Background: an optimization exercise with open tools, aiming at small area. Do not read the settings as production practice.
Function was checked by simulation only, so behaviour that the tests miss may differ from the original.
Power and IR drop assume default switching activity.

[flow/design.v]
module sin_gen #(
  parameter phase_width     = 9,
  parameter data_width      = 16,
  parameter sampling_f      = 4535,    
  parameter clock_cnt_width = 13
)(
  input                        clk,         
  input                        rst,         
  input      [phase_width-1:0] phase_incr,  
  output     [phase_width-1:0] phase_out,
  output     [data_width-1:0]  signal_out,
  output                       fs_out       
);
  reg  [8:0]  phase_cnt;    
  reg         ph_s;
  reg         ph_r;
  reg  [6:0]  ph_i;
  reg  [11:0] c;            
  reg         clock_out;    
  wire term = (c & 12'h27f) == 12'h07f;    
  wire fb   = ~(c[11] ^ c[10]);
  wire [6:0] fold;
  wire [6:0] low_or;
  assign low_or[0] = 1'b0;
  genvar gi;
  generate for (gi = 1; gi < 7; gi = gi + 1) begin : g_fold
    assign low_or[gi] = low_or[gi-1] | phase_cnt[gi-1];
  end endgenerate
  assign fold = phase_cnt[6:0] ^ ({7{phase_cnt[7]}} & low_or);
  always @(posedge clk) begin
    if (rst) begin
      phase_cnt <= 9'd0;
      ph_s      <= 1'b0;
      ph_r      <= 1'b0;
      ph_i      <= 7'd0;
      c         <= 12'h0e5;
      clock_out <= 1'b1;
    end else begin
      ph_s <= phase_cnt[8];
      ph_r <= phase_cnt[7];
      ph_i <= fold;
      if (term) begin
        c         <= clock_out ? 12'h072 : 12'h0e5;
        clock_out <= ~clock_out;
        if (!clock_out)
          phase_cnt <= phase_cnt + phase_incr;
      end else begin
        c <= {c[10:0], fb};
      end
    end
  end
  assign phase_out = phase_cnt;
  assign fs_out    = clock_out;
  wire [8:0]  p = {ph_s, ph_r, ph_i};
  wire [15:0] rom;
  wire n26, n27, n28, n29, n30, n31, n32, n33, n34, n35, n36, n37;
  wire n38, n39, n40, n41, n42, n43, n44, n45, n46, n47, n48, n49;
  wire n50, n51, n52, n53, n54, n55, n56, n57, n58, n59, n60, n61;
  wire n62, n63, n64, n65, n66, n67, n68, n69, n70, n71, n72, n73;
  wire n74, n75, n76, n77, n78, n79, n80, n81, n82, n83, n84, n85;
  wire n86, n87, n88, n89, n90, n91, n92, n93, n94, n95, n96, n97;
  wire n98, n99, n100, n101, n102, n103, n104, n105, n106, n107, n108, n109;
  wire n110, n111, n112, n113, n114, n115, n116, n117, n118, n119, n120, n121;
  wire n122, n123, n124, n125, n126, n127, n128, n129, n130, n131, n132, n133;
  wire n134, n135, n136, n137, n138, n139, n140, n141, n142, n143, n144, n145;
  wire n146, n147, n148, n149, n150, n151, n152, n153, n154, n155, n156, n157;
  wire n158, n160, n161, n162, n163, n164, n165, n166, n167, n168, n169, n170;
  wire n171, n172, n173, n174, n175, n176, n177, n178, n179, n180, n181, n182;
  wire n183, n184, n185, n186, n187, n188, n189, n190, n191, n192, n193, n194;
  wire n195, n196, n197, n198, n199, n200, n201, n203, n204, n205, n206, n207;
  wire n208, n209, n210, n211, n212, n213, n214, n215, n216, n217, n218, n219;
  wire n220, n221, n222, n223, n224, n225, n226, n227, n228, n229, n230, n231;
  wire n232, n234, n235, n236, n237, n238, n239, n240, n241, n242, n243, n244;
  wire n245, n246, n247, n248, n249, n250, n251, n252, n253, n254, n255, n256;
  wire n257, n258, n259, n260, n261, n262, n263, n264, n265, n266, n267, n268;
  wire n269, n270, n271, n272, n273, n274, n275, n277, n278, n279, n280, n281;
  wire n282, n283, n284, n285, n286, n287, n288, n289, n290, n291, n292, n293;
  wire n294, n295, n296, n297, n298, n299, n300, n301, n302, n303, n304, n305;
  wire n306, n307, n308, n309, n310, n311, n312, n314, n315, n316, n317, n318;
  wire n319, n320, n321, n322, n323, n324, n325, n326, n327, n328, n329, n330;
  wire n331, n332, n333, n334, n335, n336, n337, n338, n339, n340, n342, n343;
  wire n344, n345, n346, n347, n348, n349, n350, n351, n352, n353, n354, n355;
  wire n356, n357, n358, n359, n360, n361, n362, n363, n364, n365, n366, n367;
  wire n368, n369, n370, n372, n373, n374, n375, n376, n377, n378, n379, n380;
  wire n381, n382, n383, n384, n385, n386, n387, n388, n389, n390, n391, n392;
  wire n393, n394, n395, n396, n397, n398, n399, n400, n401, n403, n404, n405;
  wire n406, n407, n408, n409, n410, n411, n412, n413, n414, n415, n416, n417;
  wire n418, n419, n420, n421, n422, n424, n425, n426, n427, n428, n429, n430;
  wire n431, n432, n433, n434, n435, n436, n437, n438, n439, n440, n441, n442;
  wire n443, n444, n446, n447, n448, n449, n450, n451, n452, n453, n454, n455;
  wire n456, n457, n458, n459, n460, n461, n462, n463, n465, n466, n467, n468;
  wire n469, n470, n471, n472, n473, n474, n475, n476, n477, n478, n479, n481;
  wire n482, n483, n484, n485, n487, n488, n489, n491;
  assign n26 = ~p[4] & ~p[5];
  assign n27 = ~p[0] & ~p[2];
  assign n28 = ~p[0] & ~p[1];
  assign n29 = ~p[1] & ~p[2];
  assign n30 = p[1] & p[2];
  assign n31 = ~n29 & ~n30;
  assign n32 = p[0] & ~n31;
  assign n33 = ~n28 & ~n32;
  assign n34 = p[3] & ~n33;
  assign n35 = ~n27 & n34;
  assign n36 = p[0] & p[1];
  assign n37 = ~p[2] & ~p[3];
  assign n38 = n36 & n37;
  assign n39 = p[2] & ~p[3];
  assign n40 = ~p[1] & n39;
  assign n41 = ~n38 & ~n40;
  assign n42 = ~p[2] & p[3];
  assign n43 = ~n28 & ~n36;
  assign n44 = n42 & n43;
  assign n45 = n41 & ~n44;
  assign n46 = ~n35 & n45;
  assign n47 = ~p[0] & p[1];
  assign n48 = ~p[3] & n47;
  assign n49 = n46 & ~n48;
  assign n50 = n26 & ~n49;
  assign n51 = ~p[0] & p[2];
  assign n52 = p[1] & p[3];
  assign n53 = n51 & n52;
  assign n54 = ~n44 & ~n53;
  assign n55 = n28 & n37;
  assign n56 = p[4] & ~n55;
  assign n57 = ~p[5] & n56;
  assign n58 = n54 & n57;
  assign n59 = n46 & n58;
  assign n60 = ~p[3] & n36;
  assign n61 = ~p[3] & n28;
  assign n62 = ~n37 & ~n61;
  assign n63 = ~n29 & ~n62;
  assign n64 = ~n60 & n63;
  assign n65 = ~p[4] & ~n64;
  assign n66 = ~n27 & ~n54;
  assign n67 = n65 & ~n66;
  assign n68 = p[2] & p[3];
  assign n69 = n28 & n68;
  assign n70 = ~n60 & ~n69;
  assign n71 = ~n44 & n70;
  assign n72 = p[4] & n71;
  assign n73 = p[5] & ~n72;
  assign n74 = ~n67 & n73;
  assign n75 = ~n59 & ~n74;
  assign n76 = ~n50 & n75;
  assign n77 = p[6] & ~n76;
  assign n78 = p[1] & n37;
  assign n79 = ~n34 & ~n78;
  assign n80 = ~n66 & n79;
  assign n81 = ~p[3] & ~n36;
  assign n82 = ~n27 & n81;
  assign n83 = n80 & ~n82;
  assign n84 = ~p[4] & ~n28;
  assign n85 = ~p[3] & n84;
  assign n86 = ~n83 & n85;
  assign n87 = n71 & n84;
  assign n88 = ~p[3] & p[4];
  assign n89 = ~n33 & n88;
  assign n90 = ~n87 & ~n89;
  assign n91 = ~n86 & n90;
  assign n92 = ~n27 & ~n91;
  assign n93 = p[0] & ~p[2];
  assign n94 = p[4] & ~n93;
  assign n95 = ~n88 & ~n94;
  assign n96 = ~n81 & ~n95;
  assign n97 = n43 & n96;
  assign n98 = ~n92 & ~n97;
  assign n99 = ~p[5] & ~n98;
  assign n100 = ~n39 & ~n42;
  assign n101 = ~p[0] & ~n100;
  assign n102 = ~p[1] & ~n101;
  assign n103 = ~n95 & ~n102;
  assign n104 = n34 & ~n93;
  assign n105 = p[0] & p[3];
  assign n106 = p[2] & n105;
  assign n107 = ~n104 & ~n106;
  assign n108 = ~p[3] & n93;
  assign n109 = ~p[0] & n39;
  assign n110 = ~p[4] & ~n109;
  assign n111 = ~n108 & n110;
  assign n112 = n107 & n111;
  assign n113 = ~n103 & ~n112;
  assign n114 = p[5] & n113;
  assign n115 = ~p[6] & ~n114;
  assign n116 = ~n99 & n115;
  assign n117 = ~n77 & ~n116;
  assign n118 = p[3] & p[4];
  assign n119 = p[3] & ~n43;
  assign n120 = ~p[2] & n119;
  assign n121 = ~n53 & ~n120;
  assign n122 = n118 & n121;
  assign n123 = p[3] & ~p[4];
  assign n124 = n27 & n123;
  assign n125 = p[0] & ~n30;
  assign n126 = n88 & ~n125;
  assign n127 = ~n124 & ~n126;
  assign n128 = ~n122 & n127;
  assign n129 = p[5] & n42;
  assign n130 = ~n128 & n129;
  assign n131 = p[0] & n26;
  assign n132 = ~n52 & n131;
  assign n133 = n41 & n132;
  assign n134 = ~n30 & ~n93;
  assign n135 = ~n42 & n134;
  assign n136 = p[4] & ~p[5];
  assign n137 = ~n105 & n136;
  assign n138 = ~n135 & n137;
  assign n139 = p[6] & ~n138;
  assign n140 = ~n133 & n139;
  assign n141 = ~n130 & n140;
  assign n142 = p[5] & n56;
  assign n143 = n54 & n142;
  assign n144 = ~p[4] & p[5];
  assign n145 = ~n30 & n144;
  assign n146 = ~n48 & n145;
  assign n147 = p[1] & n124;
  assign n148 = p[2] & ~n36;
  assign n149 = n118 & n148;
  assign n150 = ~p[5] & ~n149;
  assign n151 = ~n147 & n150;
  assign n152 = ~n146 & ~n151;
  assign n153 = ~n143 & n152;
  assign n154 = ~p[6] & ~n153;
  assign n155 = p[8] & ~n154;
  assign n156 = ~n141 & n155;
  assign n157 = n117 & ~n156;
  assign n158 = ~n117 & n156;
  assign rom[0] = n157 | n158;
  assign n160 = p[8] & n157;
  assign n161 = ~n44 & n65;
  assign n162 = ~n82 & ~n95;
  assign n163 = ~n161 & ~n162;
  assign n164 = ~p[6] & ~n163;
  assign n165 = n70 & n100;
  assign n166 = p[1] & n165;
  assign n167 = ~p[1] & ~n27;
  assign n168 = n88 & ~n167;
  assign n169 = ~n118 & ~n168;
  assign n170 = ~n166 & ~n169;
  assign n171 = ~n39 & n47;
  assign n172 = ~p[4] & ~n171;
  assign n173 = ~n43 & ~n100;
  assign n174 = n172 & ~n173;
  assign n175 = p[6] & ~n174;
  assign n176 = ~n170 & n175;
  assign n177 = ~n164 & ~n176;
  assign n178 = p[5] & ~n177;
  assign n179 = ~p[1] & p[3];
  assign n180 = ~p[2] & n179;
  assign n181 = ~n106 & ~n180;
  assign n182 = ~p[4] & n181;
  assign n183 = ~n39 & n134;
  assign n184 = ~n60 & ~n183;
  assign n185 = p[1] & ~n184;
  assign n186 = n182 & ~n185;
  assign n187 = p[1] & ~n68;
  assign n188 = p[4] & ~n187;
  assign n189 = ~n186 & ~n188;
  assign n190 = ~p[6] & ~n189;
  assign n191 = p[4] & ~n109;
  assign n192 = ~n36 & ~n105;
  assign n193 = n31 & ~n192;
  assign n194 = n191 & ~n193;
  assign n195 = p[6] & ~n194;
  assign n196 = ~n87 & n195;
  assign n197 = ~p[5] & ~n196;
  assign n198 = ~n190 & n197;
  assign n199 = ~n178 & ~n198;
  assign n200 = ~n160 & n199;
  assign n201 = n160 & ~n199;
  assign rom[1] = ~n200 & ~n201;
  assign n203 = p[8] & ~n200;
  assign n204 = ~n83 & n94;
  assign n205 = n54 & ~n61;
  assign n206 = n111 & n205;
  assign n207 = ~n35 & n206;
  assign n208 = ~n204 & ~n207;
  assign n209 = p[5] & ~n208;
  assign n210 = n56 & n181;
  assign n211 = ~n64 & n210;
  assign n212 = ~p[4] & n100;
  assign n213 = ~n34 & n212;
  assign n214 = ~n211 & ~n213;
  assign n215 = ~p[5] & ~n214;
  assign n216 = ~p[6] & ~n215;
  assign n217 = ~n209 & n216;
  assign n218 = n68 & n172;
  assign n219 = p[5] & ~n218;
  assign n220 = ~n86 & n219;
  assign n221 = n128 & n220;
  assign n222 = ~n61 & n94;
  assign n223 = p[3] & ~n29;
  assign n224 = ~n51 & n223;
  assign n225 = n111 & ~n224;
  assign n226 = ~n222 & ~n225;
  assign n227 = ~p[5] & ~n226;
  assign n228 = p[6] & ~n227;
  assign n229 = ~n221 & n228;
  assign n230 = ~n217 & ~n229;
  assign n231 = ~n203 & n230;
  assign n232 = n203 & ~n230;
  assign rom[2] = ~n231 & ~n232;
  assign n234 = p[8] & ~n231;
  assign n235 = p[4] & n184;
  assign n236 = n220 & ~n235;
  assign n237 = ~n28 & ~n68;
  assign n238 = ~n38 & n237;
  assign n239 = n136 & ~n238;
  assign n240 = ~n131 & ~n239;
  assign n241 = ~n104 & ~n240;
  assign n242 = ~n236 & ~n241;
  assign n243 = ~p[6] & ~n242;
  assign n244 = p[4] & ~n32;
  assign n245 = ~n51 & n244;
  assign n246 = ~n46 & n245;
  assign n247 = ~n42 & ~n179;
  assign n248 = ~n27 & ~n247;
  assign n249 = ~n245 & n248;
  assign n250 = ~n37 & n43;
  assign n251 = ~n39 & ~n43;
  assign n252 = ~n250 & ~n251;
  assign n253 = ~n179 & ~n252;
  assign n254 = ~p[4] & ~n253;
  assign n255 = ~p[5] & ~n254;
  assign n256 = ~n249 & n255;
  assign n257 = ~n246 & n256;
  assign n258 = n51 & ~n179;
  assign n259 = ~n39 & n125;
  assign n260 = ~n258 & ~n259;
  assign n261 = p[2] & n260;
  assign n262 = n170 & ~n261;
  assign n263 = p[4] & ~n262;
  assign n264 = ~p[4] & n125;
  assign n265 = ~n123 & ~n264;
  assign n266 = ~n29 & n248;
  assign n267 = ~n148 & ~n266;
  assign n268 = ~n265 & n267;
  assign n269 = p[5] & ~n268;
  assign n270 = ~n263 & n269;
  assign n271 = p[6] & ~n270;
  assign n272 = ~n257 & n271;
  assign n273 = ~n243 & ~n272;
  assign n274 = ~n234 & n273;
  assign n275 = n234 & ~n273;
  assign rom[3] = ~n274 & ~n275;
  assign n277 = p[8] & ~n274;
  assign n278 = ~n69 & n96;
  assign n279 = p[5] & ~n278;
  assign n280 = n107 & n136;
  assign n281 = ~n28 & n39;
  assign n282 = ~n180 & ~n281;
  assign n283 = n172 & ~n250;
  assign n284 = n282 & n283;
  assign n285 = ~n280 & ~n284;
  assign n286 = ~n168 & ~n285;
  assign n287 = ~n279 & ~n286;
  assign n288 = ~n80 & n144;
  assign n289 = p[6] & ~n288;
  assign n290 = ~n287 & n289;
  assign n291 = ~p[1] & ~p[3];
  assign n292 = n84 & n192;
  assign n293 = n265 & ~n292;
  assign n294 = ~n291 & ~n293;
  assign n295 = ~n46 & n282;
  assign n296 = n46 & ~n282;
  assign n297 = ~n295 & ~n296;
  assign n298 = n294 & ~n297;
  assign n299 = n79 & n244;
  assign n300 = p[5] & ~n299;
  assign n301 = ~n298 & n300;
  assign n302 = ~n28 & n68;
  assign n303 = n136 & ~n302;
  assign n304 = ~n108 & n303;
  assign n305 = ~n63 & n304;
  assign n306 = p[1] & n26;
  assign n307 = ~p[6] & ~n306;
  assign n308 = ~n305 & n307;
  assign n309 = ~n301 & n308;
  assign n310 = ~n290 & ~n309;
  assign n311 = ~n277 & ~n310;
  assign n312 = n277 & n310;
  assign rom[4] = ~n311 & ~n312;
  assign n314 = p[8] & ~n311;
  assign n315 = ~n95 & ~n166;
  assign n316 = ~n261 & n315;
  assign n317 = ~p[5] & ~n316;
  assign n318 = ~p[2] & ~p[4];
  assign n319 = p[5] & ~n318;
  assign n320 = ~n44 & ~n126;
  assign n321 = ~n172 & n320;
  assign n322 = n319 & ~n321;
  assign n323 = ~n317 & ~n322;
  assign n324 = n26 & ~n165;
  assign n325 = p[6] & ~n324;
  assign n326 = ~n323 & n325;
  assign n327 = ~n93 & n245;
  assign n328 = p[3] & n30;
  assign n329 = ~p[4] & ~n328;
  assign n330 = ~n40 & ~n250;
  assign n331 = n329 & ~n330;
  assign n332 = p[5] & ~n331;
  assign n333 = ~n327 & n332;
  assign n334 = ~p[5] & ~n318;
  assign n335 = ~n56 & n334;
  assign n336 = ~p[6] & ~n335;
  assign n337 = ~n333 & n336;
  assign n338 = ~n326 & ~n337;
  assign n339 = ~n314 & n338;
  assign n340 = n314 & ~n338;
  assign rom[5] = n339 | n340;
  assign n342 = ~p[6] & n26;
  assign n343 = n55 & n342;
  assign n344 = p[8] & ~n343;
  assign n345 = n29 & n88;
  assign n346 = p[0] & n123;
  assign n347 = ~p[0] & ~n123;
  assign n348 = ~n346 & ~n347;
  assign n349 = ~n345 & ~n348;
  assign n350 = ~p[5] & ~n349;
  assign n351 = n181 & ~n328;
  assign n352 = ~n63 & n351;
  assign n353 = ~n316 & n352;
  assign n354 = n188 & ~n353;
  assign n355 = ~n35 & ~n265;
  assign n356 = p[5] & ~n355;
  assign n357 = ~n354 & n356;
  assign n358 = ~n350 & ~n357;
  assign n359 = ~p[6] & ~n358;
  assign n360 = n41 & n136;
  assign n361 = ~n34 & n360;
  assign n362 = ~n52 & ~n167;
  assign n363 = n142 & n362;
  assign n364 = n144 & n260;
  assign n365 = p[6] & ~n364;
  assign n366 = ~n363 & n365;
  assign n367 = ~n361 & n366;
  assign n368 = ~n359 & ~n367;
  assign n369 = n344 & n368;
  assign n370 = ~n344 & ~n368;
  assign rom[6] = n369 | n370;
  assign n372 = n31 & ~n113;
  assign n373 = p[1] & n113;
  assign n374 = n144 & ~n373;
  assign n375 = ~n372 & n374;
  assign n376 = p[0] & ~n168;
  assign n377 = ~n327 & n376;
  assign n378 = p[4] & ~n345;
  assign n379 = p[5] & ~n378;
  assign n380 = n51 & n136;
  assign n381 = ~n37 & ~n291;
  assign n382 = n319 & n381;
  assign n383 = ~n380 & ~n382;
  assign n384 = ~n379 & n383;
  assign n385 = ~n377 & n384;
  assign n386 = p[6] & ~n385;
  assign n387 = ~n375 & n386;
  assign n388 = n121 & n294;
  assign n389 = n94 & ~n258;
  assign n390 = p[5] & ~n389;
  assign n391 = ~n388 & n390;
  assign n392 = ~n43 & n56;
  assign n393 = ~p[5] & ~n52;
  assign n394 = ~n136 & ~n393;
  assign n395 = ~n292 & ~n394;
  assign n396 = ~n392 & n395;
  assign n397 = ~p[6] & ~n396;
  assign n398 = ~n391 & n397;
  assign n399 = ~n387 & ~n398;
  assign n400 = ~n344 & n399;
  assign n401 = n344 & ~n399;
  assign rom[7] = ~n400 & ~n401;
  assign n403 = ~n60 & n352;
  assign n404 = n136 & ~n403;
  assign n405 = ~n148 & n329;
  assign n406 = n379 & ~n405;
  assign n407 = p[6] & ~n306;
  assign n408 = ~n406 & n407;
  assign n409 = ~n404 & n408;
  assign n410 = n161 & ~n261;
  assign n411 = ~n245 & ~n410;
  assign n412 = ~p[5] & ~n411;
  assign n413 = ~n124 & ~n254;
  assign n414 = ~n34 & ~n413;
  assign n415 = ~n119 & n170;
  assign n416 = p[5] & ~n415;
  assign n417 = ~n414 & n416;
  assign n418 = ~p[6] & ~n417;
  assign n419 = ~n412 & n418;
  assign n420 = ~n409 & ~n419;
  assign n421 = ~n344 & n420;
  assign n422 = n344 & ~n420;
  assign rom[8] = ~n421 & ~n422;
  assign n424 = n65 & n135;
  assign n425 = ~n39 & n56;
  assign n426 = ~n266 & n425;
  assign n427 = ~n424 & ~n426;
  assign n428 = p[5] & ~n427;
  assign n429 = n136 & n352;
  assign n430 = n41 & n54;
  assign n431 = n182 & n430;
  assign n432 = ~p[6] & ~n431;
  assign n433 = ~n429 & n432;
  assign n434 = ~n428 & n433;
  assign n435 = n41 & ~n48;
  assign n436 = n303 & n435;
  assign n437 = n26 & ~n31;
  assign n438 = ~n100 & n144;
  assign n439 = p[6] & ~n438;
  assign n440 = ~n437 & n439;
  assign n441 = ~n436 & n440;
  assign n442 = ~n434 & ~n441;
  assign n443 = ~n344 & n442;
  assign n444 = n344 & ~n442;
  assign rom[9] = ~n443 & ~n444;
  assign n446 = ~p[5] & n381;
  assign n447 = p[5] & n62;
  assign n448 = ~n446 & ~n447;
  assign n449 = ~n266 & n329;
  assign n450 = ~n448 & n449;
  assign n451 = n142 & n247;
  assign n452 = n136 & n282;
  assign n453 = ~n451 & ~n452;
  assign n454 = ~n450 & n453;
  assign n455 = ~p[6] & ~n454;
  assign n456 = ~n191 & ~n329;
  assign n457 = n446 & ~n456;
  assign n458 = n37 & n144;
  assign n459 = p[6] & ~n458;
  assign n460 = ~n457 & n459;
  assign n461 = ~n455 & ~n460;
  assign n462 = ~n344 & n461;
  assign n463 = n344 & ~n461;
  assign rom[10] = ~n462 & ~n463;
  assign n465 = ~p[4] & ~n381;
  assign n466 = p[6] & ~n465;
  assign n467 = n191 & n381;
  assign n468 = ~p[5] & ~n467;
  assign n469 = n466 & n468;
  assign n470 = ~n118 & ~n449;
  assign n471 = p[5] & ~n470;
  assign n472 = p[4] & n62;
  assign n473 = ~p[5] & ~n472;
  assign n474 = ~n449 & n473;
  assign n475 = ~p[6] & ~n474;
  assign n476 = ~n471 & n475;
  assign n477 = ~n469 & ~n476;
  assign n478 = ~n344 & n477;
  assign n479 = n344 & ~n477;
  assign rom[11] = n478 | n479;
  assign n481 = p[5] & ~n449;
  assign n482 = ~n473 & ~n481;
  assign n483 = ~n466 & ~n482;
  assign n484 = ~n344 & n483;
  assign n485 = n344 & ~n483;
  assign rom[12] = ~n484 & ~n485;
  assign n487 = ~p[6] & ~n481;
  assign n488 = ~n344 & n487;
  assign n489 = n344 & ~n487;
  assign rom[13] = ~n488 & ~n489;
  assign n491 = p[7] & n343;
  assign rom[14] = n344 | n491;
  assign rom[15] = p[8] & rom[14];
  assign signal_out = rom;
endmodule
[flow/flow/run.sh]
#!/bin/bash
set -euo pipefail
W=$PWD
mkdir -p "$W/myscripts"
cp -r "$FLOW_HOME/scripts/." "$W/myscripts/"
cp "$W/flow/abc_area.script" "$W/myscripts/abc_area.script"
bash standard.sh "SCRIPTS_DIR=$W/myscripts" "ADDER_MAP_FILE=" synth > "$W/synth.log" 2>&1
R=$W/orfs/results/$FLOW_PLATFORM/sin_gen/base
python3 "$W/flow/upsize.py" "$R/1_2_yosys.v" > "$W/upsize.log" 2>&1
rm -f "$R/1_synth.odb" "$R/1_synth.sdc"
bash standard.sh "SCRIPTS_DIR=$W/myscripts" "ADDER_MAP_FILE=" synth > "$W/synth2.log" 2>&1
bash standard.sh "BUFFER_PORTS_ARGS=-buffer_cell sky130_fd_sc_hd__buf_1" \
  "CTS_ARGS=-sink_clustering_enable -repair_clock_nets -buf_list sky130_fd_sc_hd__clkbuf_4 -dont_use_dummy_load" \
  finish > "$W/layout.log" 2>&1
[flow/flow/abc_area.script]
strash
dch -f
amap
topo
[flow/flow/upsize.py]
#!/usr/bin/env python3
"""Give flip-flops that drive a large fanout a stronger drive (dfxtp_1 -> dfxtp_2/4)
in the synthesised netlist, instead of leaving the placer to buffer their nets.
Only the drive strength of a register's cell changes; its type and name stay."""
import re, sys
fn = sys.argv[1]
v = open(fn).read()
insts = re.findall(r'(sky130_fd_sc_hd__\w+)\s+(\\?\S+)\s*\((.*?)\);', v, re.S)
loads = {}
for typ, name, pins in insts:
    for pin, net in re.findall(r'\.(\w+)\(([^()]*)\)', pins):
        if pin not in ('X', 'Y', 'Q', 'Q_N', 'COUT', 'SUM'):
            loads[net.strip()] = loads.get(net.strip(), 0) + 1
out = v
for typ, name, pins in insts:
    if typ != 'sky130_fd_sc_hd__dfxtp_1':
        continue
    q = dict((a, b.strip()) for a, b in re.findall(r'\.(\w+)\(([^()]*)\)', pins))['Q']
    n = loads.get(q, 0)
    new = 'sky130_fd_sc_hd__dfxtp_4' if n > 24 else 'sky130_fd_sc_hd__dfxtp_2' if n > 12 else None
    if new:
        old = '%s %s' % (typ, name)
        assert out.count(old) == 1, old
        out = out.replace(old, '%s %s' % (new, name))
        print('%s: %d loads -> %s' % (name, n, new))
open(fn, 'w').write(out)
[flow/standard.sh]
#!/bin/bash
# synth_recipe.tcl (not shown) runs the flow's synth.tcl, then flattens the netlist and writes it again
# the make line also repeats each setting of config.mk as NAME=value (left out here)
make -C /OpenROAD-flow-scripts/flow DESIGN_CONFIG=/design/flow/config.mk WORK_HOME=/design/flow/orfs CLKGATE_MAP_FILE= SYNTH_SCRIPT=/design/flow/synth_recipe.tcl "${@:-finish}"
[flow/config.mk]
export PLATFORM = sky130hd
export DESIGN_NAME = sin_gen
export DESIGN_NICKNAME = sin_gen
export VERILOG_FILES = /design/flow/design.v
export SDC_FILE = /design/flow/constraint.sdc
export NUM_CORES = 4
export LEC_CHECK = 0
export ABC_AREA = 1
export CAP_MARGIN = 20
export CELL_PAD_IN_SITES_DETAIL_PLACEMENT = 1
export CELL_PAD_IN_SITES_GLOBAL_PLACEMENT = 2
export CORE_MARGIN = 2
export CORE_UTILIZATION = 40
export GPL_TIMING_DRIVEN = 1
export SLEW_MARGIN = 20
export SYNTH_MEMORY_MAX_BITS = 16384
[flow/constraint.sdc]
create_clock -name core_clock -period 10.0 [get_ports {clk}]
set_input_delay 2.0000 -clock core_clock [delete_from_list [all_inputs] [get_ports {clk}]]
set_output_delay 2.0000 -clock core_clock [all_outputs]
set_load 0.01 [all_outputs]
==> results.txt <==
==> synthesized netlist by cell type <==
library cell	n	area (sq um)
or3_1	8	50.1
nand4_1	1	6.26
a31oi_1	8	50.1
o221ai_1	5	43.8
a22oi_1	2	15.0
o2111ai_1	1	8.76
a21oi_1	26	130
a311oi_1	1	8.76
o32a_1	1	10.0
o21a_1	7	52.6
o41ai_1	1	8.76
nand3b_1	1	7.51
a21o_1	1	7.51
o21bai_1	1	7.51
nor4_1	2	12.5
nand3_1	5	25.0
nor2b_1	1	6.26
nor2_1	111	417
and2_0	1	6.26
o311a_1	1	10.0
clkinv_1	51	191
nand2_1	53	199
a31o_1	1	8.76
a211oi_1	7	52.6
o22a_1	3	26.3
a221oi_1	7	61.3
o21ai_0	67	335
o221a_1	2	22.5
o32ai_1	3	26.3
o31ai_1	2	15.0
o22ai_1	6	37.5
or4_1	1	7.51
buf_4	1	7.51
or2_0	3	18.8
and3_1	4	25.0
o311ai_0	3	26.3
nor3_1	20	100
dfxtp_1	31	621
o211ai_1	4	30.0
==> worst max-delay path, cell delays in order (launching register included) <==
cell      delay [ns]
dfxtp_1         0.51
clkinv_1        0.40
nor2_1          0.68
nor2_1          0.29
nor2_1          0.16
nor2_1          0.07
nor2_1          0.26
clkinv_1        0.30
o21ai_0         0.26
nor3_1          0.18
nor3_1          0.22
nor3_1          0.09
o22a_1          0.24
o221ai_1        0.16
o21ai_0         0.17
nor3_1          0.25
nor2_1          0.09
nor2_1          0.13
nor2_1          0.07
nor2_1          0.13
nor2_1          0.07
nor2_1          0.18
o21ai_0         0.15
o21ai_0         0.17
buf_1           0.17
==> through the flow <==
stage | std cells | worst slack (ns)
floorplan | 454 | 4.32
global placement | 566 | 2.78
detailed placement | 566 | 2.80
CTS | 571 | 2.42
global route | 571 | 1.78
finish | 571 | 2.26
==> path summary, 6_finish.rpt <==
path,startpoint,end,slack [ns],cells past startpoint
setup / recovery,ph_i[2],signal_out[5],2.26,24
hold / removal,c[3],c[4],0.44,2
setup reg to reg,c[0],phase_cnt[8],7.24,8
hold reg to reg,c[3],c[4],0.44,2
==> flip-flops by register name, summed over array words and instances, names as in the netlist <==
signal / cells
ph_r: 1
ph_i: 7
ph_s: 1
phase_cnt: 9
clock_out: 1
c: 12
==> per-layer routing <==
metal	vias up	global-route usage	wire (um)
met3	66	0.0410	896
met5	-	0	0
li1	1719	-	-
met1	1706	0.376	4510
met4	0	0.206	711
met2	224	0.544	5440
==> final cells by class <==
type                    count  area, sq um  share of cell area
flip-flops and latches     31          627               0.212
well taps                  77         96.3              0.0325
clock buffers               5         37.5              0.0127
multi-input cells         371         1880               0.633
repair buffers             36          135              0.0456
inverters                  51          191              0.0646
==> placed cells by master, fill, tap and decap left out, drive strengths merged, types with 8 or more instances in the layout <==
master,netlist,layout
a31oi,8,8
clkinv,51,51
dfxtp,31,31
o21ai,67,67
nor3,20,20
nand2,53,53
buf,1,36
nor2,111,111
or3,8,8
a21oi,26,26
==> logic make-up after synthesis <==
kind of cell	share of synthesized area
AND/OR/NAND/NOR	0.327
buffers and inverters	0.0738
AO/OA/AOI/OAI	0.369
flip-flops	0.230
==> power groups by stage <==
| stage | sequential [mW] | combinational (mW) | clock, mW |
|---|---|---|---|
| after floorplan | 0.130 | 0.00551 | 0 |
| final | 0.127 | 0.00993 | 0.0619 |
| after detailed placement | 0.130 | 0.0100 | 0 |
| after global routing | 0.128 | 0.0114 | 0.0681 |
| after CTS | 0.127 | 0.0101 | 0.0643 |
| after global placement | 0.130 | 0.00939 | 0 |
==> impl_metrics.toml <==
[critical_path]
path_class = "reg -> out"
startpoint_type = "flip-flop"
worstPathArrival_ns = 5.74
cp.required_ns = 8.00
worstSetupEndpointType = "primary output"
crit_fanout = 9

[cells_and_area]
drive_gt1_frac = 0.0202
stdcell_area_sq_um = 2960
n_antenna_cell = 0
fin_util = 0.459
area_delta_synth_final_pct = 9.68
fin_nets = 507
fill_cells = 954

[floorplan]
start_util = 0.418
die_w_um = 86.2
fp.dieH_um = 86.2
fp.dieArea_sq_um = 7430
ios = 37
fp.coreArea_sq_um = 6460
rows = 29

[power]
switching_share = 0.230
p_int_mw = 0.153
p_total_mw = 0.199
pwr-share-seq = 0.639
pwr-share-comb = 0.050
p_clk_frac = 0.311
leakagePower_nw = 1.03
max-vdd-ir-drop_mv = 0.0767
cellPowerDensity_nw_per_um2 = 67.2
switching_power_mw = 0.0457

[place]
place_area_sq_um = 2930
dp_hpwl_um = 8890
port_buffers = 36
gp_congestion = 1.20

[sta]
worstMarginPinSlew_ns = 0.871
tns_ns = 0
whs_ns = 0.442
hold_viol_final = 0
fin_crit_ns = 7.74
rsz0062_at_grt = "no"
slew_viol_final = 0
setup_viol = 0
slew_headroom = 0.419
skew_ns = 0.0180
fmax_mhz = 129
fin_crit_sh = 0.774

[clock_network]
cts_tree = "done"
root_buffer = "clkbuf_4"
post_cts_buffers = 0
clk_pin_slew_ns = 0.09
cts-htree-levels = 2
cts_resized = 0
holdBufCountCts = 0
clock_path_buffers = 2
clock_sinks = 31
numCtsBuffers = 5
clk_latency_ns = 0.33

[yosys]
synth_fp_nets = 465
yosys_register_bits = 31
synth.cell_area_sq_um = 2700
ys_area_sq_um = 2700
yosysSeqAreaShare = 0.230
netlist_instances = 454
syn_avg_cell_area_sq_um = 5.95
synth_cell_types = 39
ys_warn_count = 1

[job]
max-cap-violations = 0

[grt]
grt_pass1_vias = 3651
grt_overflow = 0
antenna_found_initial = 0
grt_start_max_net_pins = 24
grt_pass1_wl_um = 18500
grtUsageTotal = 0.319

[route]
routed_wl_um = 11600
vias = 3715
postRouteAntennaNets = 0
via_per_inst = 6.51
drcViolationCount = 0
avgRoutedWirePerCell_um = 20.2
dr.pass1.iters = 5
drtIter0Drc = 358

[hold_path]
hp-class = "reg -> reg"

[outcome]
status = "finished clean"

[port drivers added, routing unchanged]
In the flow no input, the clock included, has a driving cell. The finished layout below was timed again as built, in two steps.
Step 1 sets driving cells, clkbuf_16 on the clock port and buf_2 on the other inputs (assumed; they add their load-dependent delay and slew).
Step 2 also shifts input and output timing later by t, the mid clock arrival at the registers, as if the neighbouring blocks saw the same clock.
a / b / c = ideal / step 1 / step 2; a / b = the first two.
t, ns: 0.349
setup slack, ns: 2.260 / 2.235 / 2.584
slew at the worst register clock pin (ns): 0.10 / 0.10
After both steps setup and hold are still met in this run. The setup slack of this run moves by -0.025 ns with the drivers and by +0.324 ns with both steps.
